What follows belongs to an exercise in optimizing a design on an open flow for small area and a short achievable clock period; a production flow would make more cautious choices.
The RTL was checked by simulation tests, not by an equivalence proof against the original design.
Power is estimated from default activity; no workload was simulated.

==> flow/config.mk <==
export PLATFORM = sky130hd
export DESIGN_NAME = camera_pipeline
export DESIGN_NICKNAME = camera_pipeline
export VERILOG_FILES = /design/flow/design.v
export SDC_FILE = /design/flow/constraint.sdc
export NUM_CORES = 4
export LEC_CHECK = 0
export CAP_MARGIN = 20
export CORE_MARGIN = 2
export CORE_UTILIZATION = 45
export PLACE_DENSITY = 0.6
export SLEW_MARGIN = 20
==> flow/constraint.sdc <==
create_clock -name core_clock -period 10.0 [get_ports {clock_in}]
set_input_delay 2.0000 -clock core_clock [delete_from_list [all_inputs] [get_ports {clock_in}]]
set_output_delay 2.0000 -clock core_clock [all_outputs]
set_load 0.01 [all_outputs]
==> flow/design.v <==
module crop (
    input logic clock_in,
    input logic reset_n_in,
    input logic [9:0] data_in,
    input logic line_valid_in,
    input logic frame_valid_in,
    input logic [10:0] x_crop_start,
    input logic [10:0] x_crop_end,
    input logic [10:0] y_crop_start,
    input logic [10:0] y_crop_end,
    output logic [9:0] data_out,
    output logic line_valid_out,
    output logic frame_valid_out
);
logic [10:0] xs_left;    
logic [10:0] xe_left;    
logic [10:0] ys_left;
logic [10:0] ye_left;
logic previous_line_valid;
function automatic logic [10:0] sat_dec(input logic [10:0] v);
    sat_dec = (v == 0) ? 11'd0 : v - 11'd1;
endfunction
logic in_window;
assign in_window = (xs_left == 0) && (xe_left != 0) && (ys_left == 0) && (ye_left != 0);
always_ff @(posedge clock_in) begin
    if (reset_n_in == 0 || frame_valid_in == 0) begin
        xs_left <= x_crop_start;
        xe_left <= x_crop_end;
        ys_left <= y_crop_start;
        ye_left <= y_crop_end;
        previous_line_valid <= 0;
    end
    else begin
        previous_line_valid <= line_valid_in;
        if (line_valid_in) begin
            xs_left <= sat_dec(xs_left);
            xe_left <= sat_dec(xe_left);
        end
        else begin
            xs_left <= x_crop_start;
            xe_left <= x_crop_end;
            if (previous_line_valid) begin
                ys_left <= sat_dec(ys_left);
                ye_left <= sat_dec(ye_left);
            end
        end
    end
    line_valid_out <= reset_n_in & frame_valid_in & line_valid_in & in_window;
    frame_valid_out <= reset_n_in & frame_valid_in;
    data_out <= data_in;
end
endmodule
module zoom_crop (
    input logic clock_in,
    input logic reset_n_in,
    input logic [9:0] red_data_in,
    input logic [9:0] green_data_in,
    input logic [9:0] blue_data_in,
    input logic line_valid_in,
    input logic frame_valid_in,
    input logic [10:0] x_crop_start,
    input logic [10:0] x_crop_end,
    input logic [10:0] y_crop_start,
    input logic [10:0] y_crop_end,
    output logic [6:0] x_counter,
    output logic [10:0] y_counter,
    output logic [9:0] red_data_out,
    output logic [9:0] green_data_out,
    output logic [9:0] blue_data_out,
    output logic line_valid_out,
    output logic frame_valid_out
);
logic previous_line_valid;
always_ff @(posedge clock_in) begin
    if (frame_valid_in == 0) begin
        x_counter <= 0;
        y_counter <= 0;
        previous_line_valid <= 0;
    end
    else begin
        previous_line_valid <= line_valid_in;
        if (line_valid_in) begin
            x_counter <= x_counter + 1;
        end
        else begin
            x_counter <= 0;
            if (previous_line_valid) begin
                y_counter <= y_counter + 1;
            end
        end
    end
    line_valid_out <= reset_n_in & frame_valid_in & line_valid_in &
                      ({4'd0, x_counter} >= x_crop_start) &&
                      ({4'd0, x_counter} < x_crop_end) &&
                      (y_counter >= y_crop_start) &&
                      (y_counter < y_crop_end);
    frame_valid_out <= reset_n_in & frame_valid_in;
    red_data_out <= red_data_in;
    green_data_out <= green_data_in;
    blue_data_out <= blue_data_in;
end
endmodule
module debayer (
    input logic clock_in,
    input logic reset_n_in,
    input logic [9:0] bayer_data_in,
    input logic line_valid_in,
    input logic frame_valid_in,
    output logic [9:0] red_data_out,
    output logic [9:0] green_data_out,
    output logic [9:0] blue_data_out,
    output logic line_valid_out,
    output logic frame_valid_out
);
logic [7:0] x_counter;
logic [1:0] y_count;
logic y_parity;
logic [6:0] width_less_one;
logic last_line_valid_in;
logic last_frame_valid_in;
logic x_parity;
logic line_parity;
logic [8:0] mid_delay [0:127];
logic [8:0] mid0, mid1, mid2;
logic [8:0] top0, top1, top2;
logic [9:0] b0, b1, b2;
logic [8:0] seg64 [0:63];
logic [8:0] seg32 [0:31];
logic [8:0] seg16 [0:15];
logic [8:0] seg8 [0:7];
logic [8:0] seg4 [0:3];
logic [8:0] seg2 [0:1];
logic [8:0] seg1;
logic [8:0] after64, after32, after16, after8, after4, after2, after1;
assign after64 = width_less_one[6] ? seg64[63] : mid0;
assign after32 = width_less_one[5] ? seg32[31] : after64;
assign after16 = width_less_one[4] ? seg16[15] : after32;
assign after8 = width_less_one[3] ? seg8[7] : after16;
assign after4 = width_less_one[2] ? seg4[3] : after8;
assign after2 = width_less_one[1] ? seg2[1] : after4;
assign after1 = width_less_one[0] ? seg1 : after2;
always_ff @(posedge clock_in) begin
    if (line_valid_in) begin
        mid_delay[0] <= bayer_data_in[9:1];
        for (int i = 1; i < 128; i++) mid_delay[i] <= mid_delay[i-1];
        mid0 <= mid_delay[width_less_one];
        mid1 <= mid0;
        mid2 <= mid1;
        seg64[0] <= mid0;
        for (int i = 1; i < 64; i++) seg64[i] <= seg64[i-1];
        seg32[0] <= after64;
        for (int i = 1; i < 32; i++) seg32[i] <= seg32[i-1];
        seg16[0] <= after32;
        for (int i = 1; i < 16; i++) seg16[i] <= seg16[i-1];
        seg8[0] <= after16;
        for (int i = 1; i < 8; i++) seg8[i] <= seg8[i-1];
        seg4[0] <= after8;
        for (int i = 1; i < 4; i++) seg4[i] <= seg4[i-1];
        seg2[0] <= after4;
        seg2[1] <= seg2[0];
        seg1 <= after2;
        top0 <= after1;
        top1 <= top0;
        top2 <= top1;
        b0 <= bayer_data_in;
        b1 <= b0;
        b2 <= b1;
        x_parity <= x_counter[0];
        line_parity <= y_parity;
    end
end
always_ff @(posedge clock_in) begin
    if (frame_valid_in == 0) begin
        x_counter <= 0;
        y_count <= 0;
        y_parity <= 0;
    end
    else if (line_valid_in) begin
        x_counter <= x_counter + 1;
    end
    else begin
        x_counter <= 0;
        if (x_counter != 0) width_less_one <= 7'(x_counter - 8'd1);
        if (last_line_valid_in) begin
            y_parity <= ~y_parity;
            if (y_count != 2) y_count <= y_count + 1;
        end
    end
    last_frame_valid_in <= reset_n_in & frame_valid_in & y_count[1];
    last_line_valid_in <= reset_n_in & frame_valid_in & line_valid_in & (x_counter > 1);
end
logic [9:0] m0, m1, m2, t0, t1, t2;
assign m0 = {mid0, 1'b0};
assign m1 = {mid1, 1'b0};
assign m2 = {mid2, 1'b0};
assign t0 = {top0, 1'b0};
assign t1 = {top1, 1'b0};
assign t2 = {top2, 1'b0};
logic [10:0] horizontal;     
logic [10:0] vertical;       
logic [11:0] diagonal;       
logic [11:0] plus_sum;          
assign horizontal = m0 + m2;
assign vertical = t1 + b1;
assign diagonal = t0 + b0 + t2 + b2;
assign plus_sum = t1 + b1 + m0 + m2;
always_ff @(posedge clock_in) begin
    frame_valid_out <= reset_n_in & last_frame_valid_in;
    line_valid_out <= reset_n_in & last_frame_valid_in & last_line_valid_in;
    case ({x_parity, line_parity})
        2'b00: begin
            red_data_out <= m1;
            green_data_out <= plus_sum[11:2];
            blue_data_out <= diagonal[11:2];
        end
        2'b10: begin
            red_data_out <= horizontal[10:1];
            green_data_out <= m1;
            blue_data_out <= vertical[10:1];
        end
        2'b01: begin
            red_data_out <= vertical[10:1];
            green_data_out <= m1;
            blue_data_out <= horizontal[10:1];
        end
        default: begin
            red_data_out <= diagonal[11:2];
            green_data_out <= plus_sum[11:2];
            blue_data_out <= m1;
        end
    endcase
end
endmodule
module metering (
    input logic clock_in,
    input logic [9:0] red_data_in,
    input logic [9:0] green_data_in,
    input logic [9:0] blue_data_in,
    input logic line_valid_in,
    input logic frame_valid_in,
    input logic [6:0] x_counter,
    input logic [10:0] y_counter,
    output logic [7:0] red_metering_out,
    output logic [7:0] green_metering_out,
    output logic [7:0] blue_metering_out
);
logic previous_frame_valid;
logic [12:0] red_low, green_low, blue_low;
logic [9:0] red_high, green_high, blue_high;
logic in_window;
assign in_window = line_valid_in &&
                   (x_counter[6:5] == 2'b01 || x_counter[6:5] == 2'b10) &&
                   y_counter[10:7] == 0 &&
                   (y_counter[6:5] == 2'b01 || y_counter[6:5] == 2'b10);
always_ff @(posedge clock_in) begin
    previous_frame_valid <= frame_valid_in;
    if (frame_valid_in == 0) begin
        if (previous_frame_valid) begin
            red_metering_out <= red_high[9:2];
            green_metering_out <= green_high[9:2];
            blue_metering_out <= blue_high[9:2];
        end
        red_low <= 0;
        green_low <= 0;
        blue_low <= 0;
        red_high <= 0;
        green_high <= 0;
        blue_high <= 0;
    end
    else begin
        red_low <= {1'b0, red_low[11:0]} + (in_window ? red_data_in : 10'd0);
        green_low <= {1'b0, green_low[11:0]} + (in_window ? green_data_in : 10'd0);
        blue_low <= {1'b0, blue_low[11:0]} + (in_window ? blue_data_in : 10'd0);
        red_high <= red_high + red_low[12];
        green_high <= green_high + green_low[12];
        blue_high <= blue_high + blue_low[12];
    end
end
endmodule
module camera_pipeline (
    input logic clock_in,
    input logic reset_n_in,
    input logic [9:0] bayer_data_in,
    input logic line_valid_in,
    input logic frame_valid_in,
    input logic [10:0] pan_x_start_in,
    input logic [10:0] pan_x_end_in,
    input logic [10:0] pan_y_start_in,
    input logic [10:0] pan_y_end_in,
    input logic [10:0] zoom_x_start_in,
    input logic [10:0] zoom_x_end_in,
    input logic [10:0] zoom_y_start_in,
    input logic [10:0] zoom_y_end_in,
    output logic [9:0] red_data_out,
    output logic [9:0] green_data_out,
    output logic [9:0] blue_data_out,
    output logic line_valid_out,
    output logic frame_valid_out,
    output logic [7:0] red_metering_out,
    output logic [7:0] green_metering_out,
    output logic [7:0] blue_metering_out
);
logic [9:0] panned_data;
logic panned_line_valid;
logic panned_frame_valid;
crop pan_crop (
    .clock_in(clock_in),
    .reset_n_in(reset_n_in),
    .data_in(bayer_data_in),
    .line_valid_in(line_valid_in),
    .frame_valid_in(frame_valid_in),
    .x_crop_start(pan_x_start_in),
    .x_crop_end(pan_x_end_in),
    .y_crop_start(pan_y_start_in),
    .y_crop_end(pan_y_end_in),
    .data_out(panned_data),
    .line_valid_out(panned_line_valid),
    .frame_valid_out(panned_frame_valid)
);
logic [9:0] debayered_red_data;
logic [9:0] debayered_green_data;
logic [9:0] debayered_blue_data;
logic debayered_line_valid;
logic debayered_frame_valid;
debayer debayer (
    .clock_in(clock_in),
    .reset_n_in(reset_n_in),
    .bayer_data_in(panned_data),
    .line_valid_in(panned_line_valid),
    .frame_valid_in(panned_frame_valid),
    .red_data_out(debayered_red_data),
    .green_data_out(debayered_green_data),
    .blue_data_out(debayered_blue_data),
    .line_valid_out(debayered_line_valid),
    .frame_valid_out(debayered_frame_valid)
);
logic [6:0] debayered_x;
logic [10:0] debayered_y;
zoom_crop zoom_crop (
    .clock_in(clock_in),
    .reset_n_in(reset_n_in),
    .red_data_in(debayered_red_data),
    .green_data_in(debayered_green_data),
    .blue_data_in(debayered_blue_data),
    .line_valid_in(debayered_line_valid),
    .frame_valid_in(debayered_frame_valid),
    .x_crop_start(zoom_x_start_in),
    .x_crop_end(zoom_x_end_in),
    .y_crop_start(zoom_y_start_in),
    .y_crop_end(zoom_y_end_in),
    .x_counter(debayered_x),
    .y_counter(debayered_y),
    .red_data_out(red_data_out),
    .green_data_out(green_data_out),
    .blue_data_out(blue_data_out),
    .line_valid_out(line_valid_out),
    .frame_valid_out(frame_valid_out)
);
metering metering (
    .clock_in(clock_in),
    .red_data_in(debayered_red_data),
    .green_data_in(debayered_green_data),
    .blue_data_in(debayered_blue_data),
    .line_valid_in(debayered_line_valid),
    .frame_valid_in(debayered_frame_valid),
    .x_counter(debayered_x),
    .y_counter(debayered_y),
    .red_metering_out(red_metering_out),
    .green_metering_out(green_metering_out),
    .blue_metering_out(blue_metering_out)
);
endmodule
==> flow/run.sh <==
#!/bin/bash
# synth_recipe.tcl (not shown) runs the flow's synth.tcl, then flattens the netlist and writes it again
# the make line also repeats each setting of config.mk as NAME=value (left out here)
make -C /OpenROAD-flow-scripts/flow DESIGN_CONFIG=/design/flow/config.mk WORK_HOME=/design/flow/orfs CLKGATE_MAP_FILE= SYNTH_SCRIPT=/design/flow/synth_recipe.tcl finish
==> results.sh, run 1 <==
export IMPL_hold_viol=0
export IMPL_slowest_stage="edfxtp_1"
export IMPL_multiInputGateArea_mm2=0.0158
export IMPL_worst_pin_slew_ns=1.22
export IMPL_dp_hpwl_um=149000
export IMPL_ys_ff_latch=2590
export IMPL_routed_via_count=50700
export IMPL_crit_fanout=40
export IMPL_syn_to_final_growth_pct=15.4
export IMPL_start_util_pct=45.3
export IMPL_path_cells="buf_4, and3b_2, buf_4, buf_4, and3_1, a2111oi_0, nand4_1, or4_1, nor4_1, a21oi_1"
export IMPL_vias_per_cell=6.07
export IMPL_synthFlopType="edfxtp_1"
export IMPL_cp_common_cell="buf_4"
export IMPL_async_flop_share_pct=0
export IMPL_synth_area_mm2=0.0928
export IMPL_reg2reg_slack_ns=5.27
export IMPL_drc_errors=0
export IMPL_setup_viol=0
export IMPL_ios=158
export IMPL_die_area_mm2=0.210
export IMPL_slew_headroom_pct=18.6
export IMPL_most_common_layout_cells="edfxtp_1, clkbuf_16, a22oi_1"
export IMPL_p_comb_share_pct=0.5
export IMPL_max_clock_path_buffers=4
export IMPL_grt_pass1_wl_um=344000
export IMPL_ir_drop_v=0.000169
export IMPL_grt_max_degree=200
export IMPL_power_switching_w=0.00419
export IMPL_synth_avg_cell_area_um2=18.2
export IMPL_cellLeakagePower_nw=32.3
export IMPL_end_kind="flip-flop"
export IMPL_cp_start_kind="flip-flop"
export IMPL_antenna_found_initial=8
export IMPL_syn_inst=5113
export IMPL_grt_pass1_vias=48800
export IMPL_p_clk_share_pct=46.5
export IMPL_yosysWarnings=11
export IMPL_cts_buffers=280
export IMPL_cts_hold_buf=0
export IMPL_coreArea_mm2=0.205
export IMPL_placement_rows=166
export IMPL_seq_area_mm2=0.0758
export IMPL_fillers=16100
export IMPL_clk_pin_slew_ns=0.06
export IMPL_wl_per_cell_um=29.0
export IMPL_sw_frac_of_total_pct=19.0
export IMPL_post_route_min_period_ns=4.73
export IMPL_die_x_um=458
export IMPL_syn_num_nets=5371
export IMPL_postRouteAntennaNets=0
export IMPL_ys_types=76
export IMPL_critPathRequiredTime_ns=10.61
export IMPL_fin_setup_tns_ns=0
export IMPL_cts_root_buf="clkbuf_16"
export IMPL_grt_overflow=0
export IMPL_holdWs_ns=0.365
export IMPL_final_period_utilization_pct=47.3
export IMPL_slew_violations=0
export IMPL_port_buffers=157
export IMPL_clock_skew_ns=0.0802
export IMPL_ys_seq_area_share_pct=81.6
export IMPL_critPathKind="reg -> reg"
export IMPL_drt_pass1_iter_count=7
export IMPL_drv_cap=0
export IMPL_rsz0062_at_grt="false"
export IMPL_gp_congestion=0.984
export IMPL_total_power_w=0.0220
export IMPL_final_common_cell="edfxtp_1"
export IMPL_drive_gt1_share_pct=11.2
export IMPL_seqPwrFrac_pct=53.0
export IMPL_max_stage_delay_ns=0.93
export IMPL_status="complete, no violations"
export IMPL_wl_um=242000
export IMPL_cts_htree_levels=5
export IMPL_synth_edff_count=2389
export IMPL_cts_repair_resized=0
export IMPL_arrival_ns=5.34
export IMPL_drt_initial_drc_count=7888
export IMPL_p_int_w=0.0179
export IMPL_clk_latency_ns=0.92
export IMPL_cts_tree="built"
export IMPL_hold_path_class="reg -> reg"
export IMPL_fmax_ghz=0.212
export IMPL_die_h_um=458
export IMPL_fin_nets=5711
export IMPL_p_per_area_mw_per_mm2=206
export IMPL_grtUsageTotal_pct=22.5
export IMPL_clock_sinks=2590
export IMPL_post_cts_setup_buffer_count=0
[stage by stage]
step           util, %  cell area (µm²)  setup WS (ns)  cells
2_1_floorplan        -            92800          -8.97   5113
5_1_grt           52.3           107000           5.28   8342
3_3_place_gp      47.9            98100           5.14   7859
4_1_cts           52.3           107000           5.47   8342
3_5_place_dp      47.9            98100           5.07   7859
6_report          52.3           107000           5.27   8344
[cells by family (layout without fill, tap and decap cells)]
logic type               after synthesis  in the layout  share of synthesized area (%)
AND/OR/NAND/NOR                      883            883                           5.13
XOR/XNOR                             132            132                           1.25
multiplexers                          76             76                          0.921
other                                  0              2                              0
flip-flops                          2590           2590                           81.6
adder cells (fa/ha/maj)              156            156                           2.31
AO/OA/AOI/OAI                        900            900                           7.18
buffers and inverters                376            917                           1.58
[cell usage after synthesis, types with 10 or more instances]
library cell | instances | area share [%]
edfxtp_1 | 2389 | 77
a22oi_1 | 259 | 2.1
dfxtp_1 | 201 | 4.3
nand3_1 | 195 | 1.1
inv_1 | 158 | 0.64
clkbuf_1 | 154 | 0.62
nor2_1 | 145 | 0.59
ha_1 | 131 | 1.8
nand2_1 | 128 | 0.52
a32oi_1 | 98 | 0.92
and2_1 | 93 | 0.63
o22ai_1 | 90 | 0.61
o21ai_0 | 82 | 0.44
xnor2_1 | 80 | 0.75
a21oi_1 | 76 | 0.41
mux2_2 | 63 | 0.76
nand4_1 | 61 | 0.41
xor2_1 | 52 | 0.49
a22o_1 | 45 | 0.42
nor3_1 | 44 | 0.24
nor4_1 | 41 | 0.28
and3_1 | 39 | 0.26
a221oi_1 | 36 | 0.34
a222oi_1 | 36 | 0.39
buf_2 | 32 | 0.17
buf_1 | 29 | 0.12
nor2b_1 | 29 | 0.20
fa_1 | 25 | 0.54
o31ai_1 | 24 | 0.19
a211oi_1 | 20 | 0.16
a21o_1 | 20 | 0.16
a31oi_1 | 15 | 0.10
nor3b_1 | 15 | 0.12
o22a_1 | 15 | 0.14
nand2b_1 | 13 | 0.088
a2111oi_0 | 11 | 0.10
a32o_1 | 11 | 0.12
or3_1 | 11 | 0.074
and4_1 | 10 | 0.094
mux2i_1 | 10 | 0.11
[final cells by class]
class / instances / area share [%]
diodes: 2 / 0.00467
clock buffers: 335 / 6.88
clock inverters: 148 / 1.51
inverters: 158 / 0.554
multi-input cells: 2147 / 14.8
flip-flops and latches: 2590 / 70.7
well taps: 2688 / 3.14
repair buffers: 276 / 2.42
[final timing paths]
kind                                                           from                                  to  cells after the start
worst max register to register  debayer.width_less_one[5]$_DFFE_PP_           debayer.mid0[5]$_DFFE_PP_                     10
worst min-delay path               debayer.blue_data_out[7]$_DFF_P_  zoom_crop.blue_data_out[7]$_DFF_P_                      0
worst max-delay path            debayer.width_less_one[5]$_DFFE_PP_           debayer.mid0[5]$_DFFE_PP_                     10
worst min register to register     debayer.blue_data_out[7]$_DFF_P_  zoom_crop.blue_data_out[7]$_DFF_P_                      0
[routing by layer]
| layer | wire, µm | part of all wire (%) | global-route usage (%) | vias up |
|---|---|---|---|---|
| met4 | 13800 | 5.7 | 11.4 | 12 |
| met3 | 30600 | 13 | 8.05 | 867 |
| met5 | 78 | 0.032 | 0 | - |
| met1 | 95300 | 39 | 30.8 | 25300 |
| met2 | 102000 | 42 | 31.8 | 3374 |
| li1 | - | - | - | 21100 |
[critical path: cells and delay by family (launching register included)]
family | cells | cell delay (ns)
AND/OR/NAND/NOR | 5 | 1.66
AO/OA/AOI/OAI | 2 | 0.55
buffers and inverters | 3 | 1.24
flip-flops | 1 | 0.93
[power by group through the flow]
stage | Clock, W | Combinational, W | Sequential, W
floorplan | 0 | 0.0000471 | 0.0119
global placement | 0 | 0.000103 | 0.0119
detailed placement | 0 | 0.000105 | 0.0119
CTS | 0.0105 | 0.000105 | 0.0117
global route | 0.0108 | 0.000115 | 0.0117
finish | 0.0103 | 0.000103 | 0.0117
[state kept, by name, summed over array words and instances (netlist names), 13 cells and up]
register and count:
debayer.seg32 288, debayer.seg4 36, debayer.seg64 558, debayer.seg8 72, debayer.seg2 18, metering.green_low 13
metering.blue_low 13, debayer.mid_delay 1152, debayer.seg16 144, metering.red_low 13
==> run 2: changes to the inputs <==
--- a/flow/design.v
+++ b/flow/design.v
@@ -117,4 +117,6 @@
 logic y_parity;
 logic [6:0] width_less_one;
+logic [7:0] tap_select_low;
+logic [15:0] tap_select_high;
 logic last_line_valid_in;
 logic last_frame_valid_in;
@@ -123,6 +125,19 @@
 logic [8:0] mid_delay [0:127];
 logic [8:0] mid0, mid1, mid2;
-logic [8:0] top0, top1, top2;
-logic [9:0] b0, b1, b2;
+logic [8:0] top0;
+logic [9:0] b0;
+logic [10:0] vertical1, vertical2;
+logic [8:0] tap_group [0:15];
+logic [8:0] tap;
+always_comb begin
+    for (int g = 0; g < 16; g++) begin
+        tap_group[g] = 0;
+        for (int l = 0; l < 8; l++)
+            tap_group[g] = tap_group[g] | (tap_select_low[l] ? mid_delay[8*g+l] : 9'd0);
+    end
+    tap = 0;
+    for (int g = 0; g < 16; g++)
+        tap = tap | (tap_select_high[g] ? tap_group[g] : 9'd0);
+end
 logic [8:0] seg64 [0:63];
 logic [8:0] seg32 [0:31];
@@ -144,5 +159,5 @@
         mid_delay[0] <= bayer_data_in[9:1];
         for (int i = 1; i < 128; i++) mid_delay[i] <= mid_delay[i-1];
-        mid0 <= mid_delay[width_less_one];
+        mid0 <= tap;
         mid1 <= mid0;
         mid2 <= mid1;
@@ -161,9 +176,7 @@
         seg1 <= after2;
         top0 <= after1;
-        top1 <= top0;
-        top2 <= top1;
         b0 <= bayer_data_in;
-        b1 <= b0;
-        b2 <= b1;
+        vertical1 <= {top0, 1'b0} + b0;
+        vertical2 <= vertical1;
         x_parity <= x_counter[0];
         line_parity <= y_parity;
@@ -181,5 +194,11 @@
     else begin
         x_counter <= 0;
-        if (x_counter != 0) width_less_one <= 7'(x_counter - 8'd1);
+        if (x_counter != 0) begin
+            width_less_one <= 7'(x_counter - 8'd1);
+            for (int i = 0; i < 8; i++)
+                tap_select_low[i] <= (3'(x_counter - 8'd1) == 3'(i));
+            for (int i = 0; i < 16; i++)
+                tap_select_high[i] <= (4'((x_counter - 8'd1) >> 3) == 4'(i));
+        end
         if (last_line_valid_in) begin
             y_parity <= ~y_parity;
@@ -190,11 +209,9 @@
     last_line_valid_in <= reset_n_in & frame_valid_in & line_valid_in & (x_counter > 1);
 end
-logic [9:0] m0, m1, m2, t0, t1, t2;
+logic [9:0] m0, m1, m2, t0;
 assign m0 = {mid0, 1'b0};
 assign m1 = {mid1, 1'b0};
 assign m2 = {mid2, 1'b0};
 assign t0 = {top0, 1'b0};
-assign t1 = {top1, 1'b0};
-assign t2 = {top2, 1'b0};
 logic [10:0] horizontal;     
 logic [10:0] vertical;       
@@ -202,7 +219,7 @@
 logic [11:0] plus_sum;          
 assign horizontal = m0 + m2;
-assign vertical = t1 + b1;
-assign diagonal = t0 + b0 + t2 + b2;
-assign plus_sum = t1 + b1 + m0 + m2;
+assign vertical = vertical1;
+assign diagonal = t0 + b0 + vertical2;
+assign plus_sum = vertical1 + m0 + m2;
 always_ff @(posedge clock_in) begin
     frame_valid_out <= reset_n_in & last_frame_valid_in;
==> flow/flow/run.sh (new file) <==
#!/bin/bash
set -euo pipefail
bash standard.sh SETUP_SLACK_MARGIN=${MARGIN:-6.5} finish > standard_flow.log 2>&1
==> flow/standard.sh (new file) <==
#!/bin/bash
# synth_recipe.tcl (not shown) runs the flow's synth.tcl, then flattens the netlist and writes it again
# the make line also repeats each setting of config.mk as NAME=value (left out here)
make -C /OpenROAD-flow-scripts/flow DESIGN_CONFIG=/design/flow/config.mk WORK_HOME=/design/flow/orfs CLKGATE_MAP_FILE= SYNTH_SCRIPT=/design/flow/synth_recipe.tcl "${@:-finish}"
removed: flow/run.sh
==> run 2 against run 1 <==
  * First-iteration DRC count decreased by 41%
  * Utilization fell by 0.44 points
  * Largest power group unchanged
  * Final area fell by 1.9%
  * Critical path depth fell by 9
  * Clock power shrank 5%
  * Sequential share of layout area rose by 2.1 points
==> results.sh, run 2 <==
export IMPL_postRouteAntennaNets=0
export IMPL_cts_hold_buf=0
export IMPL_r2r_start="debayer.tap_select_low[4]$_DFFE_PP_"
export IMPL_drc_errors=0
export IMPL_post_route_min_period_ns=3.43
export IMPL_synth_top_area_share_pct=79.0
export IMPL_seqPwrFrac_pct=54.3
export IMPL_worst_path_dominant_cell_family="flip-flops"
export IMPL_power_switching_w=0.00409
export IMPL_coreArea_mm2=0.203
export IMPL_ys_types=75
export IMPL_final_common_cell="edfxtp_1"
export IMPL_vias_per_cell=5.58
export IMPL_hold_path_class="reg -> reg"
export IMPL_dp_hpwl_um=94200
export IMPL_gp_congestion=0.777
export IMPL_rsz0062_at_grt="true"
export IMPL_cts_htree_levels=5
export IMPL_routed_via_count=44500
export IMPL_final_period_utilization_pct=34.3
export IMPL_most_common_layout_cells="edfxtp_1, a22oi_1, clkbuf_16"
export IMPL_die_x_um=456
export IMPL_yosys_top_cells_count="edfxtp_1, a22oi_1, dfxtp_1"
export IMPL_synth_area_leaders="edfxtp_1, a22oi_1, dfxtp_1, ha_1, nand4_1"
export IMPL_grtUsageTotal_pct=16.6
export IMPL_fin_util_pct=51.9
export IMPL_critPathBufInv=1
export IMPL_cellLeakagePower_nw=28.3
export IMPL_slowest_stage="edfxtp_1"
export IMPL_synth_avg_cell_area_um2=19.1
export IMPL_p_per_area_mw_per_mm2=207
export IMPL_yosysTopAreaCell="edfxtp_1"
export IMPL_start_util_pct=45.3
export IMPL_p_int_w=0.0176
export IMPL_clock_skew_ns=0.0993
export IMPL_worstHoldStart="debayer.seg32[7][3]$_DFFE_PP_"
export IMPL_total_power_w=0.0217
export IMPL_synth_most_common_cell="edfxtp_1"
export IMPL_cts_root_buf="clkbuf_16"
export IMPL_end_kind="output port"
export IMPL_ios=158
export IMPL_die_area_mm2=0.208
export IMPL_sw_frac_of_total_pct=18.8
export IMPL_worst_pin_slew_ns=1.21
export IMPL_max_clock_path_buffers=4
export IMPL_reg_top3="debayer.mid_delay: 1152 flops, debayer.seg64: 558 flops, debayer.seg32: 288 flops"
export IMPL_cp_start_kind="flip-flop"
export IMPL_fillers=15900
export IMPL_largest_reg_flops=1152
export IMPL_grt_max_degree=196
export IMPL_crit_fanout=1
export IMPL_fin_setup_tns_ns=0
export IMPL_cts_buffers=280
export IMPL_slew_headroom_pct=19.6
export IMPL_drt_initial_drc_count=4636
export IMPL_p_clk_share_pct=45.1
export IMPL_cts_tree="built"
export IMPL_antenna_found_initial=5
export IMPL_grt_pass1_vias=43900
export IMPL_clk_latency_ns=0.93
export IMPL_setup_viol=0
export IMPL_ir_drop_v=0.000199
export IMPL_drt_pass1_iter_count=7
export IMPL_ys_ff_latch=2616
export IMPL_wl_per_cell_um=22.1
export IMPL_status="complete, no violations"
export IMPL_clock_sinks=2616
export IMPL_grt_overflow=0
export IMPL_async_flop_share_pct=0
export IMPL_max_stage_delay_ns=0.39
export IMPL_placement_rows=165
export IMPL_die_h_um=456
export IMPL_critPathKind="reg -> out"
export IMPL_slew_violations=0
export IMPL_syn_num_nets=5039
export IMPL_ys_seq_area_share_pct=83.4
export IMPL_synth_edff_count=2415
export IMPL_drv_cap=0
export IMPL_clk_pin_slew_ns=0.06
export IMPL_p_comb_share_pct=0.5
export IMPL_hold_viol=0
export IMPL_seq_area_mm2=0.0765
export IMPL_syn_to_final_growth_pct=14.5
export IMPL_wl_um=176000
export IMPL_fmax_ghz=0.291
export IMPL_arrival_ns=1.43
export IMPL_path_cells="buf_2"
export IMPL_grt_pass1_wl_um=268000
export IMPL_synthFlopType="edfxtp_1"
export IMPL_drive_gt1_share_pct=10.7
export IMPL_fin_nets=5349
export IMPL_yosysWarnings=12
export IMPL_critPathRequiredTime_ns=8.00
export IMPL_top_register="debayer.mid_delay"
export IMPL_synth_area_mm2=0.0918
export IMPL_port_buffers=157
export IMPL_syn_inst=4796
export IMPL_cp_startpoint="metering.red_metering_out[2]$_DFFE_PP_"
export IMPL_multiInputGateArea_mm2=0.0143
==> run 2: cell count changes after synthesis, sizes merged, moves of 38 or more <==
cell	delta
nand3	-158
inv	-77
a32oi	-95
mux2	-39
nand4	+95
a22oi	+318
nor2	-38
o22ai	-89
==> run 2: worst paths after layout <==
kind	depth (start not counted)	slack, ns	endpoint
min	0	0.33	debayer.seg32[8][3]$_DFFE_PP_
max	1	6.57	red_metering_out[2]
min reg2reg	0	0.33	debayer.seg32[8][3]$_DFFE_PP_
max reg2reg	7	6.62	debayer.mid0[7]$_DFFE_PP_
==> run 2: layout make-up <==
class                           count  area share, %
Tap cell                         2672           3.18
Multi-Input combinational cell   1908           13.6
Antenna cell                        3        0.00715
Timing Repair Buffer              219           1.88
Inverter                           81          0.289
Clock inverter                    127           1.05
Sequential cell                  2616           72.9
Clock buffer                      355           7.14
==> run 2: routing by layer <==
metal | track usage [%] | vias to the layer above | part of all wire, %
met2 | 24.1 | 1530 | 44
li1 | - | 19900 | -
met4 | 6.10 | 0 | 3.1
met3 | 3.20 | 380 | 6.6
met5 | 0 | - | 0
met1 | 25.0 | 22700 | 46
==> run 2: timing repair <==
item	CTS	global route
setup endpoints to repair	80	125
gates resized for setup	219	19
setup buffers	0	1
pin swaps	0	6
==> run 2: through the flow <==
stage	cells	worst slack [ns]	cell area [µm²]	hold slack [ns]
floorplan	4796	-8.99	91800	0.323
global placement	7493	5.11	96600	0.344
detailed placement	7495	4.99	96600	0.349
CTS	7977	6.47	105000	0.337
global route	7980	6.39	105000	0.343
finish	7981	6.57	105000	0.327
==> run 2: power groups by stage <==
| stage | clock network (W) | registers [W] | logic [W] |
|---|---|---|---|
| after floorplan | 0 | 0.0120 | 0.0000535 |
| after global placement | 0 | 0.0120 | 0.000107 |
| after detailed placement | 0 | 0.0120 | 0.000109 |
| after CTS | 0.0101 | 0.0118 | 0.000110 |
| after global routing | 0.0105 | 0.0118 | 0.000121 |
| final | 0.00981 | 0.0118 | 0.000109 |
==> run 2: logic make-up after synthesis <==
kind of cell,count (synthesis),synth area share [%]
buf+inv,272,1.16
simple gates,669,3.97
mux,40,0.633
flops,2616,83.4
xor+xnor,130,1.24
compound gates,928,7.56
fa+ha+maj,141,2.04
==> run 3: changes to the inputs <==
==> flow/flow/run.sh (replaced) <==
#!/bin/bash
set -euo pipefail
bash standard.sh SETUP_SLACK_MARGIN=6.7 finish > standard_flow.log 2>&1
--- a/flow/config.mk
+++ b/flow/config.mk
@@ -8,5 +8,7 @@
 export CAP_MARGIN = 20
 export CORE_MARGIN = 2
-export CORE_UTILIZATION = 45
-export PLACE_DENSITY = 0.6
+export CORE_UTILIZATION = 65
+export CTS_CLUSTER_DIAMETER = 100
+export CTS_CLUSTER_SIZE = 24
+export PLACE_DENSITY = 0.75
 export SLEW_MARGIN = 20
==> run 3 against run 2 <==
  * Still clean on timing, DRC and antenna
  * Sequential share of layout area increased by 4.5 points
  * Non-clock buffer count is 5 higher
  * Total power decreased by 20%
  * Clock skew fell by 0.059 ns
  * Global-route usage increased by 5.9 points
  * Clock power down 45%
  * Sequential power about the same
  * Register-to-register slack gained 0.22 ns
  * Via count shrank 2.3%
  * Cell count shrank 13%
  * Clock-buffer cell count shrank 157
  * Worst hold slack gained 0.024 ns
  * Largest cell class unchanged
  * Largest power group unchanged
==> results.sh, run 3 <==
export IMPL_routed_via_count=43500
export IMPL_clk_pin_slew_ns=0.09
export IMPL_synth_area_leaders="edfxtp_1, a22oi_1, dfxtp_1, ha_1, nand4_1"
export IMPL_fin_util_pct=70.8
export IMPL_max_clock_path_buffers=3
export IMPL_p_comb_share_pct=0.6
export IMPL_grt_overflow=0
export IMPL_cts_hold_buf=0
export IMPL_yosysWarnings=12
export IMPL_p_per_area_mw_per_mm2=174
export IMPL_async_flop_share_pct=0
export IMPL_cts_root_buf="clkbuf_16"
export IMPL_synth_edff_count=2415
export IMPL_grt_max_degree=197
export IMPL_die_x_um=380
export IMPL_fmax_ghz=0.300
export IMPL_critPathKind="reg -> out"
export IMPL_power_switching_w=0.00318
export IMPL_ys_seq_area_share_pct=83.4
export IMPL_final_period_utilization_pct=33.3
export IMPL_coreArea_mm2=0.140
export IMPL_p_int_w=0.0141
export IMPL_synth_top_area_share_pct=79.0
export IMPL_fin_setup_tns_ns=0
export IMPL_critPathBufInv=1
export IMPL_cp_start_kind="flip-flop"
export IMPL_max_stage_delay_ns=0.40
export IMPL_start_util_pct=65.6
export IMPL_port_buffers=157
export IMPL_clock_skew_ns=0.0401
export IMPL_hold_path_class="reg -> reg"
export IMPL_grt_pass1_wl_um=251000
export IMPL_gp_congestion=0.833
export IMPL_syn_to_final_growth_pct=7.89
export IMPL_synth_area_mm2=0.0918
export IMPL_fin_nets=5192
export IMPL_ir_drop_v=0.000159
export IMPL_setup_viol=0
export IMPL_ys_types=75
export IMPL_end_kind="output port"
export IMPL_status="complete, no violations"
export IMPL_sw_frac_of_total_pct=18.4
export IMPL_antenna_found_initial=2
export IMPL_critPathRequiredTime_ns=8.00
export IMPL_seqPwrFrac_pct=68.3
export IMPL_wl_um=167000
export IMPL_most_common_layout_cells="edfxtp_1, a22oi_1, dfxtp_1"
export IMPL_worst_path_dominant_cell_family="flip-flops"
export IMPL_dp_hpwl_um=91500
export IMPL_cts_buffers=118
export IMPL_yosys_top_cells_count="edfxtp_1, a22oi_1, dfxtp_1"
export IMPL_die_h_um=380
export IMPL_p_clk_share_pct=31.1
export IMPL_syn_num_nets=5039
export IMPL_postRouteAntennaNets=0
export IMPL_drc_errors=0
export IMPL_hold_viol=0
export IMPL_slowest_stage="edfxtp_1"
export IMPL_slew_headroom_pct=18.1
export IMPL_cts_htree_levels=3
export IMPL_cellLeakagePower_nw=25.8
export IMPL_drt_pass1_iter_count=6
export IMPL_slew_violations=0
export IMPL_reg_top3="debayer.mid_delay: 1152 flops, debayer.seg64: 558 flops, debayer.seg32: 288 flops"
export IMPL_placement_rows=137
export IMPL_drt_initial_drc_count=5353
export IMPL_top_register="debayer.mid_delay"
export IMPL_grt_pass1_vias=41800
export IMPL_drive_gt1_share_pct=7.03
export IMPL_yosysTopAreaCell="edfxtp_1"
export IMPL_vias_per_cell=6.29
export IMPL_diodes=0
export IMPL_wl_per_cell_um=24.1
export IMPL_synthFlopType="edfxtp_1"
export IMPL_crit_fanout=1
export IMPL_ys_ff_latch=2616
export IMPL_drv_cap=0
export IMPL_cts_tree="built"
export IMPL_largest_reg_flops=1152
export IMPL_post_route_min_period_ns=3.33
export IMPL_clock_sinks=2616
export IMPL_worst_pin_slew_ns=1.23
export IMPL_syn_inst=4796
export IMPL_synth_avg_cell_area_um2=19.1
export IMPL_synth_most_common_cell="edfxtp_1"
export IMPL_grtUsageTotal_pct=22.5
export IMPL_arrival_ns=1.33
export IMPL_final_common_cell="edfxtp_1"
export IMPL_ios=158
export IMPL_rsz0062_at_grt="true"
export IMPL_path_cells="buf_2"
export IMPL_clk_latency_ns=0.78
export IMPL_die_area_mm2=0.144
[run 3: cell count changes in the layout (fill, tap and decap cells not counted), moves of 7 or more]
cell / delta
bufinv_16: -19
clkbuf_16: -168
dfxtp_2: +8
buf_6: +7
dfxtp_1: -8
clkinv_1: -55
clkbuf_1: +17
clkinv_2: -36
[run 3: worst paths after layout]
path,start,cells after the start,slack (ns),endpoint
worst min register to register,debayer.red_data_out[0]$_DFF_P_,0,0.35,zoom_crop.red_data_out[0]$_DFF_P_
worst min-delay path,debayer.red_data_out[0]$_DFF_P_,0,0.35,zoom_crop.red_data_out[0]$_DFF_P_
worst max register to register,debayer.mid_delay[0][1]$_DFFE_PP_,15,6.84,debayer.red_data_out[8]$_DFF_P_
worst max-delay path,metering.blue_metering_out[2]$_DFFE_PP_,1,6.67,blue_metering_out[2]
[run 3: final cells by class]
| cell class | count | area, µm² |
|---|---|---|
| clock inverter | 6 | 88.8 |
| clock buffer | 198 | 3270 |
| timing repair buffer | 224 | 2120 |
| inverter | 81 | 304 |
| sequential | 2616 | 76600 |
| multi-input combinational | 1908 | 14300 |
| tap | 1876 | 2350 |
| fill | 8457 | 40900 |
[run 3: metal layers]
layer	track usage, %	routed length, µm	up-vias
met5	0	0	-
met4	5.77	4040	0
met3	3.65	13600	245
met2	33.3	75200	1862
met1	35.7	73700	21900
li1	-	-	19500
[run 3: power groups by stage]
| stage | Sequential [W] | Clock (W) | Combinational (W) |
|---|---|---|---|
| finish | 0.0118 | 0.00537 | 0.000106 |
| global route | 0.0118 | 0.00583 | 0.000119 |
| CTS | 0.0118 | 0.00552 | 0.000107 |
| detailed placement | 0.0120 | 0 | 0.000105 |
| global placement | 0.0120 | 0 | 0.000102 |
| floorplan | 0.0120 | 0 | 0.0000535 |
[run 3: what timing repair did]
action,4_1_cts,5_1_grt
gates cloned,1,1
setup endpoints to repair,1052,476
gates resized for setup,255,26
pin swaps,3,5
setup buffers,8,5
[run 3: cells by family (layout without fill, tap and decap cells)]
family / Yosys count / in the layout / share of synthesized area, %
buf+inv: 272 / 509 / 1.16
flops: 2616 / 2616 / 83.4
fa+ha+maj: 141 / 141 / 2.04
mux: 40 / 40 / 0.633
simple gates: 669 / 669 / 3.97
compound gates: 928 / 928 / 7.56
xor+xnor: 130 / 130 / 1.24
[run 3: metrics by stage]
step | setup WS [ns] | instances | area, µm² | total power [W] | hold slack, ns
floorplan | -8.99 | 4796 | 91800 | 0.0121 | 0.323
global placement | 5.18 | 6689 | 95500 | 0.0121 | 0.337
detailed placement | 5.13 | 6690 | 95500 | 0.0121 | 0.337
CTS | 6.60 | 6903 | 98800 | 0.0174 | 0.355
global route | 6.61 | 6909 | 99000 | 0.0177 | 0.359
finish | 6.67 | 6909 | 99000 | 0.0173 | 0.351
==> run 4: changes to the inputs <==
--- a/flow/design.v
+++ b/flow/design.v
@@ -13,20 +13,11 @@
     output logic frame_valid_out
 );
-logic [10:0] xs_left;    
-logic [10:0] xe_left;    
-logic [10:0] ys_left;
-logic [10:0] ye_left;
+logic [10:0] x_counter;
+logic [10:0] y_counter;
 logic previous_line_valid;
-function automatic logic [10:0] sat_dec(input logic [10:0] v);
-    sat_dec = (v == 0) ? 11'd0 : v - 11'd1;
-endfunction
-logic in_window;
-assign in_window = (xs_left == 0) && (xe_left != 0) && (ys_left == 0) && (ye_left != 0);
 always_ff @(posedge clock_in) begin
     if (reset_n_in == 0 || frame_valid_in == 0) begin
-        xs_left <= x_crop_start;
-        xe_left <= x_crop_end;
-        ys_left <= y_crop_start;
-        ye_left <= y_crop_end;
+        x_counter <= 0;
+        y_counter <= 0;
         previous_line_valid <= 0;
     end
@@ -34,17 +25,18 @@
         previous_line_valid <= line_valid_in;
         if (line_valid_in) begin
-            xs_left <= sat_dec(xs_left);
-            xe_left <= sat_dec(xe_left);
+            x_counter <= x_counter + 1;
         end
         else begin
-            xs_left <= x_crop_start;
-            xe_left <= x_crop_end;
+            x_counter <= 0;
             if (previous_line_valid) begin
-                ys_left <= sat_dec(ys_left);
-                ye_left <= sat_dec(ye_left);
+                y_counter <= y_counter + 1;
             end
         end
     end
-    line_valid_out <= reset_n_in & frame_valid_in & line_valid_in & in_window;
+    line_valid_out <= reset_n_in & frame_valid_in & line_valid_in &
+                      (x_counter >= x_crop_start) &&
+                      (x_counter < x_crop_end) &&
+                      (y_counter >= y_crop_start) &&
+                      (y_counter < y_crop_end);
     frame_valid_out <= reset_n_in & frame_valid_in;
     data_out <= data_in;
@@ -111,5 +103,6 @@
     output logic [9:0] blue_data_out,
     output logic line_valid_out,
-    output logic frame_valid_out
+    output logic frame_valid_out,
+    output logic frame_valid_next    
 );
 logic [7:0] x_counter;
@@ -209,4 +202,5 @@
     last_line_valid_in <= reset_n_in & frame_valid_in & line_valid_in & (x_counter > 1);
 end
+assign frame_valid_next = reset_n_in & last_frame_valid_in;
 logic [9:0] m0, m1, m2, t0;
 assign m0 = {mid0, 1'b0};
@@ -223,5 +217,5 @@
 assign plus_sum = vertical1 + m0 + m2;
 always_ff @(posedge clock_in) begin
-    frame_valid_out <= reset_n_in & last_frame_valid_in;
+    frame_valid_out <= frame_valid_next;
     line_valid_out <= reset_n_in & last_frame_valid_in & last_line_valid_in;
     case ({x_parity, line_parity})
@@ -256,4 +250,5 @@
     input logic line_valid_in,
     input logic frame_valid_in,
+    input logic frame_valid_next_in,    
     input logic [6:0] x_counter,
     input logic [10:0] y_counter,
@@ -262,5 +257,5 @@
     output logic [7:0] blue_metering_out
 );
-logic previous_frame_valid;
+logic [7:0] red_result, green_result, blue_result;
 logic [12:0] red_low, green_low, blue_low;
 logic [9:0] red_high, green_high, blue_high;
@@ -271,11 +266,13 @@
                    (y_counter[6:5] == 2'b01 || y_counter[6:5] == 2'b10);
 always_ff @(posedge clock_in) begin
-    previous_frame_valid <= frame_valid_in;
+    if (frame_valid_in && !frame_valid_next_in) begin
+        red_result <= 8'((red_high + red_low[12]) >> 2);
+        green_result <= 8'((green_high + green_low[12]) >> 2);
+        blue_result <= 8'((blue_high + blue_low[12]) >> 2);
+    end
+    red_metering_out <= red_result;
+    green_metering_out <= green_result;
+    blue_metering_out <= blue_result;
     if (frame_valid_in == 0) begin
-        if (previous_frame_valid) begin
-            red_metering_out <= red_high[9:2];
-            green_metering_out <= green_high[9:2];
-            blue_metering_out <= blue_high[9:2];
-        end
         red_low <= 0;
         green_low <= 0;
@@ -340,4 +337,5 @@
 logic debayered_line_valid;
 logic debayered_frame_valid;
+logic debayered_frame_valid_next;
 debayer debayer (
     .clock_in(clock_in),
@@ -350,5 +348,6 @@
     .blue_data_out(debayered_blue_data),
     .line_valid_out(debayered_line_valid),
-    .frame_valid_out(debayered_frame_valid)
+    .frame_valid_out(debayered_frame_valid),
+    .frame_valid_next(debayered_frame_valid_next)
 );
 logic [6:0] debayered_x;
@@ -381,4 +380,5 @@
     .line_valid_in(debayered_line_valid),
     .frame_valid_in(debayered_frame_valid),
+    .frame_valid_next_in(debayered_frame_valid_next),
     .x_counter(debayered_x),
     .y_counter(debayered_y),
==> flow/flow/run.sh (replaced) <==
#!/bin/bash
set -euo pipefail
bash standard.sh SETUP_SLACK_MARGIN=6.7 \
    "BUFFER_PORTS_ARGS=-buffer_cell sky130_fd_sc_hd__buf_2" \
    finish > standard_flow.log 2>&1
==> run 4 against run 3 <==
  * Setup slack better by 0.099 ns
  * Sequential share of layout area up 0.31 points
  * Routed wire length up 0.28%
  * First-iteration DRC count down 1.0%
  * Non-clock buffer count down 7
  * Fmax up 3.0%
  * Utilization down 0.47 points
==> results.sh, run 4 <==
export IMPL_slowest_stage="dfxtp_1"
export IMPL_synthFlopType="edfxtp_1"
export IMPL_cts_root_buf="clkbuf_16"
export IMPL_die_area_mm2=0.144
export IMPL_ir_drop_v=0.000168
export IMPL_fillers=8495
export IMPL_grt_pass1_wl_um=253000
export IMPL_wl_um=167000
export IMPL_hold_viol=0
export IMPL_clk_latency_ns=0.78
export IMPL_clock_sinks=2617
export IMPL_synth_most_common_cell="edfxtp_1"
export IMPL_fin_nets=5254
export IMPL_critPathBufInv=1
export IMPL_fmax_ghz=0.309
export IMPL_cellLeakagePower_nw=31.8
export IMPL_p_clk_share_pct=31.4
export IMPL_diodes=0
export IMPL_ys_types=81
export IMPL_seqPwrFrac_pct=68.3
export IMPL_async_flop_share_pct=0
export IMPL_max_stage_delay_ns=0.33
export IMPL_critPathKind="reg -> out"
export IMPL_p_comb_share_pct=0.3
export IMPL_rsz0062_at_grt="true"
export IMPL_cts_htree_levels=3
export IMPL_grt_overflow=0
export IMPL_cp_start_kind="flip-flop"
export IMPL_syn_to_final_growth_pct=7.11
export IMPL_worstHoldStart="debayer.green_data_out[0]$_SDFF_PP0_"
export IMPL_reg_top3="debayer.mid_delay: 1152 flops, debayer.seg64: 558 flops, debayer.seg32: 288 flops"
export IMPL_crit_fanout=1
export IMPL_synth_edff_count=2393
export IMPL_gp_congestion=0.815
export IMPL_synth_avg_cell_area_um2=19.1
export IMPL_setup_viol=0
export IMPL_port_buffers=157
export IMPL_status="complete, no violations"
export IMPL_post_route_min_period_ns=3.24
export IMPL_antenna_found_initial=3
export IMPL_yosysTopAreaCell="edfxtp_1"
export IMPL_clk_pin_slew_ns=0.09
export IMPL_ios=158
export IMPL_worst_path_dominant_cell_family="flip-flops"
export IMPL_worst_pin_slew_ns=1.13
export IMPL_drive_gt1_share_pct=8.62
export IMPL_cts_tree="built"
export IMPL_most_common_layout_cells="edfxtp_1, a22oi_1, dfxtp_1"
export IMPL_cp_startpoint="zoom_crop.blue_data_out[0]$_DFF_P_"
export IMPL_yosysWarnings=12
export IMPL_ys_ff_latch=2617
export IMPL_path_cells="buf_2"
export IMPL_wl_per_cell_um=24.1
export IMPL_syn_num_nets=5095
export IMPL_top_register="debayer.mid_delay"
export IMPL_r2r_start="debayer.mid_delay[0][0]$_DFFE_PP_"
export IMPL_cts_hold_buf=0
export IMPL_final_common_cell="edfxtp_1"
export IMPL_postRouteAntennaNets=0
export IMPL_dpl_cell_area_mm2=0.0948
export IMPL_start_util_pct=65.6
export IMPL_end_kind="output port"
export IMPL_cts_buffers=119
export IMPL_synth_top_area_share_pct=78.3
export IMPL_p_int_w=0.0140
export IMPL_finalInstanceArea_mm2=0.0984
export IMPL_placement_rows=137
export IMPL_hold_path_class="reg -> reg"
export IMPL_routed_via_count=43700
export IMPL_drt_pass1_iter_count=6
export IMPL_power_switching_w=0.00318
export IMPL_final_period_utilization_pct=32.4
export IMPL_largest_reg_flops=1152
export IMPL_sw_frac_of_total_pct=18.5
export IMPL_drv_cap=0
export IMPL_p_per_area_mw_per_mm2=175
export IMPL_fin_setup_tns_ns=0
export IMPL_arrival_ns=1.24
export IMPL_synth_area_leaders="edfxtp_1, dfxtp_1, a22oi_1, ha_1, nand4_1"
export IMPL_grt_pass1_vias=42400
export IMPL_critPathRequiredTime_ns=8.00
export IMPL_synth_area_mm2=0.0918
export IMPL_vias_per_cell=6.32
export IMPL_die_x_um=380
export IMPL_drc_errors=0
export IMPL_grt_max_degree=221
export IMPL_dp_hpwl_um=91700
export IMPL_grtUsageTotal_pct=22.7
export IMPL_ys_seq_area_share_pct=83.1
export IMPL_syn_inst=4813
export IMPL_slew_headroom_pct=24.9
export IMPL_clock_skew_ns=0.0577
export IMPL_max_clock_path_buffers=3
export IMPL_die_h_um=380
export IMPL_drt_initial_drc_count=5297
export IMPL_coreArea_mm2=0.140
export IMPL_slew_violations=0
export IMPL_yosys_top_cells_count="edfxtp_1, a22oi_1, dfxtp_1"
==> run 4: changes by cell type in the layout (fill, tap and decap cells not counted), moves of 21 or more <==
cell,before,now
inv_1,74,111
ha_1,125,165
o31ai_1,32,11
edfxtp_1,2415,2393
clkdlybuf4s50_1,100,0
xnor2_1,91,55
buf_2,54,158
dfxtp_1,190,218
o21ai_1,50,26
nand2_1,109,82
==> run 4: layout make-up <==
class / count / area (µm²) / area share (%)
multi-input cells: 1892 / 14400 / 14.6
flip-flops and latches: 2617 / 76400 / 77.6
clock buffers: 184 / 3220 / 3.28
inverters: 125 / 482 / 0.490
repair buffers: 217 / 1420 / 1.45
clock inverters: 9 / 154 / 0.156
well taps: 1876 / 2350 / 2.39
==> run 4: path summary, 6_finish.rpt <==
path              slack, ns                                  end  cells past startpoint
hold reg to reg        0.35  zoom_crop.green_data_out[0]$_DFF_P_                      0
setup / recovery       6.76                     blue_data_out[0]                      1
setup reg to reg       6.86     debayer.blue_data_out[6]$_DFF_P_                     12
hold / removal         0.35  zoom_crop.green_data_out[0]$_DFF_P_                      0
==> run 4: layer usage <==
metal	track usage, %	part of all wire, %
met1	34.9	43
met2	34.8	46
met3	3.30	8.3
met4	5.96	2.3
met5	0	0
==> run 4: cells by family after synthesis <==
kind of cell    share of synthesized area, %
buf+inv                                 1.33
simple gates                            3.80
compound gates                          7.45
flops                                   83.1
mux                                    0.732
fa+ha+maj                               2.57
xor+xnor                               0.973
==> run 4: worst register-to-register path, cell delays in order (launching register included) <==
cell and delay, ns:
edfxtp_1 0.44, ha_2 0.21, fa_2 0.35, a21o_1 0.19, a21oi_2 0.14, buf_4 0.13, xnor2_1 0.08, ha_1 0.25
a2111oi_2 0.40, a21oi_1 0.21, o21ai_1 0.24, o311ai_2 0.16, a2bb2oi_2 0.25
==> run 4: per-stage QoR <==
stage	power [W]	cells	utilization [%]	hold slack, ns	setup slack [ns]
after global placement	0.0120	6719	67.7	0.327	6.18
final	0.0172	6920	70.3	0.346	6.76
after global routing	0.0177	6920	70.3	0.356	6.70
after detailed placement	0.0120	6719	67.7	0.328	6.15
after floorplan	0.0120	4813	-	0.323	-8.99
after CTS	0.0173	6913	70.2	0.348	6.70
==> run 4: power by group through the flow <==
stage	clock network [W]	logic, W	registers, W
CTS	0.00555	0.0000513	0.0117
floorplan	0	0.0000234	0.0120
finish	0.00540	0.0000506	0.0117
detailed placement	0	0.0000507	0.0120
global route	0.00587	0.0000584	0.0117
global placement	0	0.0000493	0.0120
==> run 4: timing repair <==
action	in CTS	in global routing
buffers inserted	1	5
endpoints found under the setup margin	335	114
gates resized for setup	8	22
pin swaps	0	4
gates cloned	0	1
==> run 5: changes to the inputs <==
--- a/flow/config.mk
+++ b/flow/config.mk
@@ -10,5 +10,5 @@
 export CORE_UTILIZATION = 65
 export CTS_CLUSTER_DIAMETER = 100
-export CTS_CLUSTER_SIZE = 24
+export CTS_CLUSTER_SIZE = 28
 export PLACE_DENSITY = 0.75
 export SLEW_MARGIN = 20
==> run 5 against run 4 <==
  * Still clean
  * Final area shrank 0.36%
  * Cell count shrank 0.23%
  * Routed wire length down 0.99%
  * Synthesized cell count unchanged
  * Sequential cell count unchanged
  * Die area did not move
  * Clock skew is 0.0043 ns lower
  * Worst hold slack got worse by 0.0047 ns
  * Critical endpoint is now blue_data_out[6]
==> results.sh, run 5 <==
export IMPL_grt_overflow=0
export IMPL_clock_sinks=2617
export IMPL_worst_pin_slew_ns=1.13
export IMPL_reg_top3="debayer.mid_delay: 1152 flops, debayer.seg64: 558 flops, debayer.seg32: 288 flops"
export IMPL_wl_um=165000
export IMPL_async_flop_share_pct=0
export IMPL_synth_avg_cell_area_um2=19.1
export IMPL_slew_headroom_pct=24.6
export IMPL_grtUsageMet1_pct=34.3
export IMPL_hold_viol=0
export IMPL_critPathKind="reg -> out"
export IMPL_synth_area_leaders="edfxtp_1, dfxtp_1, a22oi_1, ha_1, nand4_1"
export IMPL_coreArea_mm2=0.140
export IMPL_top_register="debayer.mid_delay"
export IMPL_clock_skew_ns=0.0534
export IMPL_clk_latency_ns=0.76
export IMPL_grtUsageMet2_pct=33.9
export IMPL_dp_slack_ns=6.15
export IMPL_setup_viol=0
export IMPL_die_x_um=380
export IMPL_ys_types=81
export IMPL_synth_simple_area_share_pct=3.80
export IMPL_diodes=0
export IMPL_ir_drop_v=0.000194
export IMPL_layout_cells_non_filler=6904
export IMPL_drive_gt1_share_pct=8.31
export IMPL_routed_via_count=43500
export IMPL_worst_path_dominant_cell_family="flip-flops"
export IMPL_status="complete, no violations"
export IMPL_synth_area_mm2=0.0918
export IMPL_start_util_pct=65.6
export IMPL_finalWorstSetupSlack_ns=6.77
export IMPL_ys_ff_latch=2617
export IMPL_slowest_stage="dfxtp_1"
export IMPL_placement_rows=137
export IMPL_syn_inst=4813
export IMPL_fin_nets=5239
export IMPL_drt_pass1_iter_count=6
export IMPL_cts_htree_levels=3
export IMPL_fmax_ghz=0.310
export IMPL_yosys_top_cells_count="edfxtp_1, a22oi_1, dfxtp_1"
export IMPL_final_common_cell="edfxtp_1"
export IMPL_slew_violations=0
export IMPL_placed_cells=6719
export IMPL_post_route_min_period_ns=3.23
export IMPL_grtUsageMet3_pct=4.12
export IMPL_vias_per_cell=6.29
export IMPL_cts_tree="built"
export IMPL_arrival_ns=1.23
export IMPL_cts_buffers=104
export IMPL_largest_reg_flops=1152
export IMPL_crit_fanout=1
export IMPL_synth_top_family_by_area="compound AO/OA/AOI/OAI gates"
export IMPL_grt_busiest_layer="met1"
export IMPL_dp_hpwl_um=91700
export IMPL_critPathBufInv=1
export IMPL_synthFlopType="edfxtp_1"
export IMPL_path_cells="buf_2"
export IMPL_ios=158
export IMPL_critPathRequiredTime_ns=8.00
export IMPL_synth_most_common_cell="edfxtp_1"
export IMPL_yosysWarnings=12
export IMPL_drt_initial_drc_count=5524
export IMPL_max_stage_delay_ns=0.34
export IMPL_port_buffers=157
export IMPL_grtUsageTotal_pct=22.4
export IMPL_synth_top_area_share_pct=78.3
export IMPL_synth_edff_count=2393
export IMPL_yosysTopAreaCell="edfxtp_1"
export IMPL_wl_per_cell_um=24.0
export IMPL_grt_pass1_wl_um=249000
export IMPL_cp_start_kind="flip-flop"
export IMPL_ys_seq_area_share_pct=83.1
export IMPL_syn_num_nets=5095
export IMPL_postRouteAntennaNets=0
export IMPL_rsz0062_at_grt="true"
export IMPL_synth_compound_area_share_pct=7.45
export IMPL_hold_path_class="reg -> reg"
export IMPL_die_h_um=380
export IMPL_final_period_utilization_pct=32.3
export IMPL_die_area_mm2=0.144
export IMPL_clk_pin_slew_ns=0.10
export IMPL_grt_pass1_vias=41600
export IMPL_syn_to_final_growth_pct=6.72
export IMPL_synth_xor_area_share_pct=0.973
export IMPL_cellLeakagePower_nw=31.6
export IMPL_synthMuxAreaShare_pct=0.732
export IMPL_end_kind="output port"
export IMPL_fin_setup_tns_ns=0
export IMPL_antenna_found_initial=6
export IMPL_p_per_area_mw_per_mm2=172
export IMPL_fin_util_pct=70.1
export IMPL_max_clock_path_buffers=3
export IMPL_drv_cap=0
export IMPL_grt_max_degree=221
export IMPL_gp_congestion=0.815
export IMPL_most_common_layout_cells="edfxtp_1, a22oi_1, dfxtp_1"
export IMPL_synthAdderAreaFrac_pct=2.57
export IMPL_cts_root_buf="clkbuf_16"
export IMPL_drc_errors=0
## run 5: path summary, 6_finish.rpt
path	endpoint	slack (ns)	cells past startpoint	from
worst max-delay path	blue_data_out[6]	6.77	1	zoom_crop.blue_data_out[6]$_DFF_P_
worst min-delay path	metering.green_metering_out[3]$_DFF_P_	0.34	0	metering.green_result[3]$_DFFE_PP_
worst max register to register	debayer.mid0[6]$_DFFE_PP_	6.87	7	debayer.tap_select_low[7]$_DFFE_PP_
worst min register to register	metering.green_metering_out[3]$_DFF_P_	0.34	0	metering.green_result[3]$_DFFE_PP_
## run 5: stage by stage
step                      hold slack, ns  total power, W  area (µm²)
after global placement             0.327          0.0120       94800
after detailed placement           0.328          0.0120       94800
after floorplan                    0.323          0.0120       91800
after global routing               0.358          0.0173       98000
final                              0.341          0.0169       98000
after CTS                          0.348          0.0170       97800
## run 5: power by group
part	total (W)	leakage [nW]	switching (W)	internal, W
clock	0.00508	1.43	0.00305	0.00203
combinational	0.0000506	6.93	0.0000245	0.0000261
sequential	0.0117	23.3	0.00000517	0.0117
total	0.0169	31.6	0.00308	0.0138
## run 5: layout make-up
cell class                      instances  area, µm²
Sequential cell                      2617      76300
Fill cell                            8525      41900
Multi-Input combinational cell       1892      14400
Clock buffer                          172       2920
Tap cell                             1876       2350
Timing Repair Buffer                  217       1430
Inverter                              125        482
Clock inverter                          5       78.8
## run 5: routing by layer
layer  up-vias  share of wire (%)  routed length, µm
li1      19500                  -                  -
met2      1838                 46              75500
met1     21900                 43              71400
met4         8                2.7               4460
met5         -              0.038                 63
met3       267                8.4              13900
## run 5: repair_timing
item | in CTS | in global routing
pin swaps | 0 | 5
setup endpoints to repair | 320 | 114
hold endpoints to repair | 0 | 0
gates resized for setup | 8 | 23
cloned | 0 | 1
setup buffers | 1 | 5
hold buffers | 0 | 0
## run 5: logic make-up (layout without fill, tap and decap cells)
| kind of cell | count (synthesis) | in the layout |
|---|---|---|
| AOI/OAI and AO/OA | 915 | 915 |
| DFF | 2617 | 2617 |
| xor gates and xnor gates | 102 | 102 |
| muxes | 48 | 48 |
| buffers and inverters | 304 | 519 |
| and+or+nand+nor | 647 | 647 |
| adders and majority gates | 180 | 180 |
==> run 6: changes to the inputs <==
--- a/flow/design.v
+++ b/flow/design.v
@@ -109,7 +109,14 @@
 logic [1:0] y_count;
 logic y_parity;
-logic [6:0] width_less_one;
 logic [7:0] tap_select_low;
 logic [15:0] tap_select_high;
+logic [6:0] width_less_one;
+always_comb begin
+    width_less_one = 0;
+    for (int i = 0; i < 8; i++)
+        if (tap_select_low[i]) width_less_one[2:0] = width_less_one[2:0] | 3'(i);
+    for (int i = 0; i < 16; i++)
+        if (tap_select_high[i]) width_less_one[6:3] = width_less_one[6:3] | 4'(i);
+end
 logic last_line_valid_in;
 logic last_frame_valid_in;
@@ -188,5 +195,4 @@
         x_counter <= 0;
         if (x_counter != 0) begin
-            width_less_one <= 7'(x_counter - 8'd1);
             for (int i = 0; i < 8; i++)
                 tap_select_low[i] <= (3'(x_counter - 8'd1) == 3'(i));
--- a/flow/config.mk
+++ b/flow/config.mk
@@ -10,5 +10,5 @@
 export CORE_UTILIZATION = 65
 export CTS_CLUSTER_DIAMETER = 100
-export CTS_CLUSTER_SIZE = 28
+export CTS_CLUSTER_SIZE = 24
 export PLACE_DENSITY = 0.75
 export SLEW_MARGIN = 20
==> run 6 against run 5 <==
  * Largest cell class unchanged
  * Synthesized cell count is 0.23% higher
  * Setup slack worse by 0.12 ns
  * Synthesized area is 0.25% lower
  * Die area is 0.24% lower
  * Critical endpoint is now debayer.blue_data_out[9]$_DFF_P_
  * Sequential cell count is 7 lower
  * Clock skew is 0.025 ns lower
  * Still clean on timing, DRC and antenna
  * Global-route usage is 0.91 points higher
  * Via count is 1.6% higher
  * Routed wire length is 2.7% higher
  * Non-clock buffer count is 17 higher
  * Clock power is 6.7% higher
==> results.sh, run 6 <==
export IMPL_slew_violations=0
export IMPL_synth_top_area_share_pct=78.2
export IMPL_multiInputGateArea_mm2=0.0144
export IMPL_reg2reg_slack_ns=6.65
export IMPL_drt_pass1_iter_count=9
export IMPL_worstHoldStart="debayer.green_data_out[3]$_DFF_P_"
export IMPL_die_h_um=379
export IMPL_cp_start_kind="flip-flop"
export IMPL_r2r_start="debayer.mid_delay[0][0]$_DFFE_PP_"
export IMPL_async_flop_share_pct=0
export IMPL_syn_to_final_growth_pct=7.38
export IMPL_dpl_cell_area_mm2=0.0946
export IMPL_cts_hold_buf=0
export IMPL_grt_pass1_wl_um=255000
export IMPL_top_layer="met5"
export IMPL_cts_htree_levels=3
export IMPL_synth_edff_count=2386
export IMPL_synth_area_leaders="edfxtp_1, dfxtp_1, a22oi_1, ha_1, nand4_1"
export IMPL_finalInstanceArea_mm2=0.0984
export IMPL_post_route_min_period_ns=3.35
export IMPL_synthFlopType="edfxtp_1"
export IMPL_placed_cells=6736
export IMPL_syn_num_nets=5106
export IMPL_reg2reg_depth=15
export IMPL_clk_pin_slew_ns=0.09
export IMPL_ys_types=75
export IMPL_ir_drop_v=0.000144
export IMPL_end_kind="flip-flop"
export IMPL_drive_gt1_share_pct=9.02
export IMPL_route_met2_wl_um=77400
export IMPL_antenna_found_initial=5
export IMPL_postRouteAntennaNets=0
export IMPL_vias_per_cell=6.35
export IMPL_ios=158
export IMPL_status="complete, no violations"
export IMPL_wl_um=170000
export IMPL_clock_sinks=2610
export IMPL_largest_reg_flops=1152
export IMPL_final_common_cell="edfxtp_1"
export IMPL_holdPathEnd="zoom_crop.green_data_out[3]$_DFF_P_"
export IMPL_yosysTopAreaCell="edfxtp_1"
export IMPL_grtUsageTotal_pct=23.3
export IMPL_max_clock_path_buffers=3
export IMPL_critPathKind="reg -> reg"
export IMPL_wl_met3_um=14100
export IMPL_cts_root_buf="clkbuf_16"
export IMPL_grt_overflow=0
export IMPL_most_common_layout_cells="edfxtp_1, a22oi_1, dfxtp_1"
export IMPL_seq_area_mm2=0.0761
export IMPL_p_per_area_mw_per_mm2=175
export IMPL_fillers=8409
export IMPL_drv_cap=0
export IMPL_wl_per_cell_um=24.4
export IMPL_synth_avg_cell_area_um2=19.0
export IMPL_synth_area_mm2=0.0916
export IMPL_min_path_cells=0
export IMPL_reg2reg_to="debayer.blue_data_out[9]$_DFF_P_"
export IMPL_cts_buffers=119
export IMPL_ys_seq_area_share_pct=83.1
export IMPL_die_area_mm2=0.144
export IMPL_start_util_pct=65.6
export IMPL_worst_pin_slew_ns=1.20
export IMPL_rsz0062_at_grt="true"
export IMPL_placement_rows=137
export IMPL_port_buffers=157
export IMPL_crit_fanout=3
export IMPL_gp_congestion=0.827
export IMPL_setup_viol=0
export IMPL_fin_nets=5278
export IMPL_hold_path_class="reg -> reg"
export IMPL_fmax_ghz=0.298
[run 6: changes by cell type after synthesis, sizes merged, moves of 8 or more]
cell / change
o211ai: -8
o21ai: +14
a31oi: +25
o22a: +11
o221a: +8
and2: -15
nor3: -11
nand3: +14
nand2b: -15
a31o: -9
mux2i: -17
[run 6: cell families (layout without fill, tap and decap cells)]
family / after synthesis / in the layout / share of synthesized area [%]
other cells: 0 / 1 / 0
buf+inv: 304 / 560 / 1.29
flops: 2610 / 2610 / 83.1
fa+ha+maj: 180 / 180 / 2.57
simple gates: 630 / 630 / 3.77
mux: 32 / 32 / 0.462
xor+xnor: 109 / 109 / 1.04
compound gates: 959 / 959 / 7.75
[run 6: area by class of cell]
class,instances,share of cell area [%]
clock buffers,198,3.35
multi-input cells,1910,14.7
repair buffers,234,1.59
inverters,121,0.462
flip-flops and latches,2610,77.4
well taps,1876,2.39
clock inverters,7,0.127
diodes,1,0.00254
[run 6: critical path: stages, from the launching register on]
cell and delay [ns]:
edfxtp_1 0.46, ha_2 0.23, fa_2 0.35, a21o_1 0.20, a21oi_2 0.16, nor2b_1 0.07, o21a_1 0.19, o41a_1 0.32
xor2_1 0.18, ha_1 0.32, inv_1 0.05, a311oi_2 0.23, o21ai_2 0.12, buf_4 0.15, a21o_1 0.18, a2bb2oi_2 0.10
[run 6: what timing repair did]
| action | CTS | global route |
|---|---|---|
| setup endpoints to repair | 108 | 90 |
| setup buffers | 10 | 3 |
| gates resized for setup | 18 | 22 |
| cloned | 0 | 1 |
| pin swaps | 7 | 9 |
[run 6: metal layers]
layer | track usage (%) | vias up
li1 | - | 19600
met1 | 36.0 | 22200
met2 | 35.1 | 2004
met3 | 3.56 | 274
met4 | 7.15 | 6
met5 | 0 | -
[run 6: report_power, final]
part / total [W] / switching, W / internal (W)
clock: 0.00542 / 0.00314 / 0.00228
combinational: 0.0000505 / 0.0000243 / 0.0000262
sequential: 0.0117 / 0.00000275 / 0.0117
[run 6: metrics by stage]
stage               util (%)  hold WS (ns)  worst slack, ns  power, W
CTS                     70.3         0.348             6.66    0.0173
global route            70.4         0.351             6.50    0.0177
finish                  70.4         0.346             6.65    0.0172
global placement        67.7         0.325             6.18    0.0120
detailed placement      67.7         0.327             6.14    0.0120
floorplan                  -         0.323            -8.85    0.0120
[run 6: worst max-delay path by stage]
stage	depth (start not counted)	endpoint	start
2_1_floorplan	2	debayer.x_counter[5]$_SDFF_PN0_	pan_crop.line_valid_out$_DFF_P_
3_3_place_gp	7	pan_crop.line_valid_out$_DFF_P_	reset_n_in
3_5_place_dp	7	pan_crop.line_valid_out$_DFF_P_	reset_n_in
4_1_cts	15	debayer.blue_data_out[8]$_DFF_P_	debayer.mid_delay[0][0]$_DFFE_PP_
5_1_grt	15	debayer.blue_data_out[8]$_DFF_P_	debayer.mid_delay[0][0]$_DFFE_PP_
6_report	15	debayer.blue_data_out[9]$_DFF_P_	debayer.mid_delay[0][0]$_DFFE_PP_

Setup slack of run 6, layout unchanged: 6.646 ns with ideal ports, 6.646 ns with driving cells assumed (clock clkbuf_16, inputs buf_2), 6.102 ns with port delays also shifted by the 0.830 ns mid clock arrival.
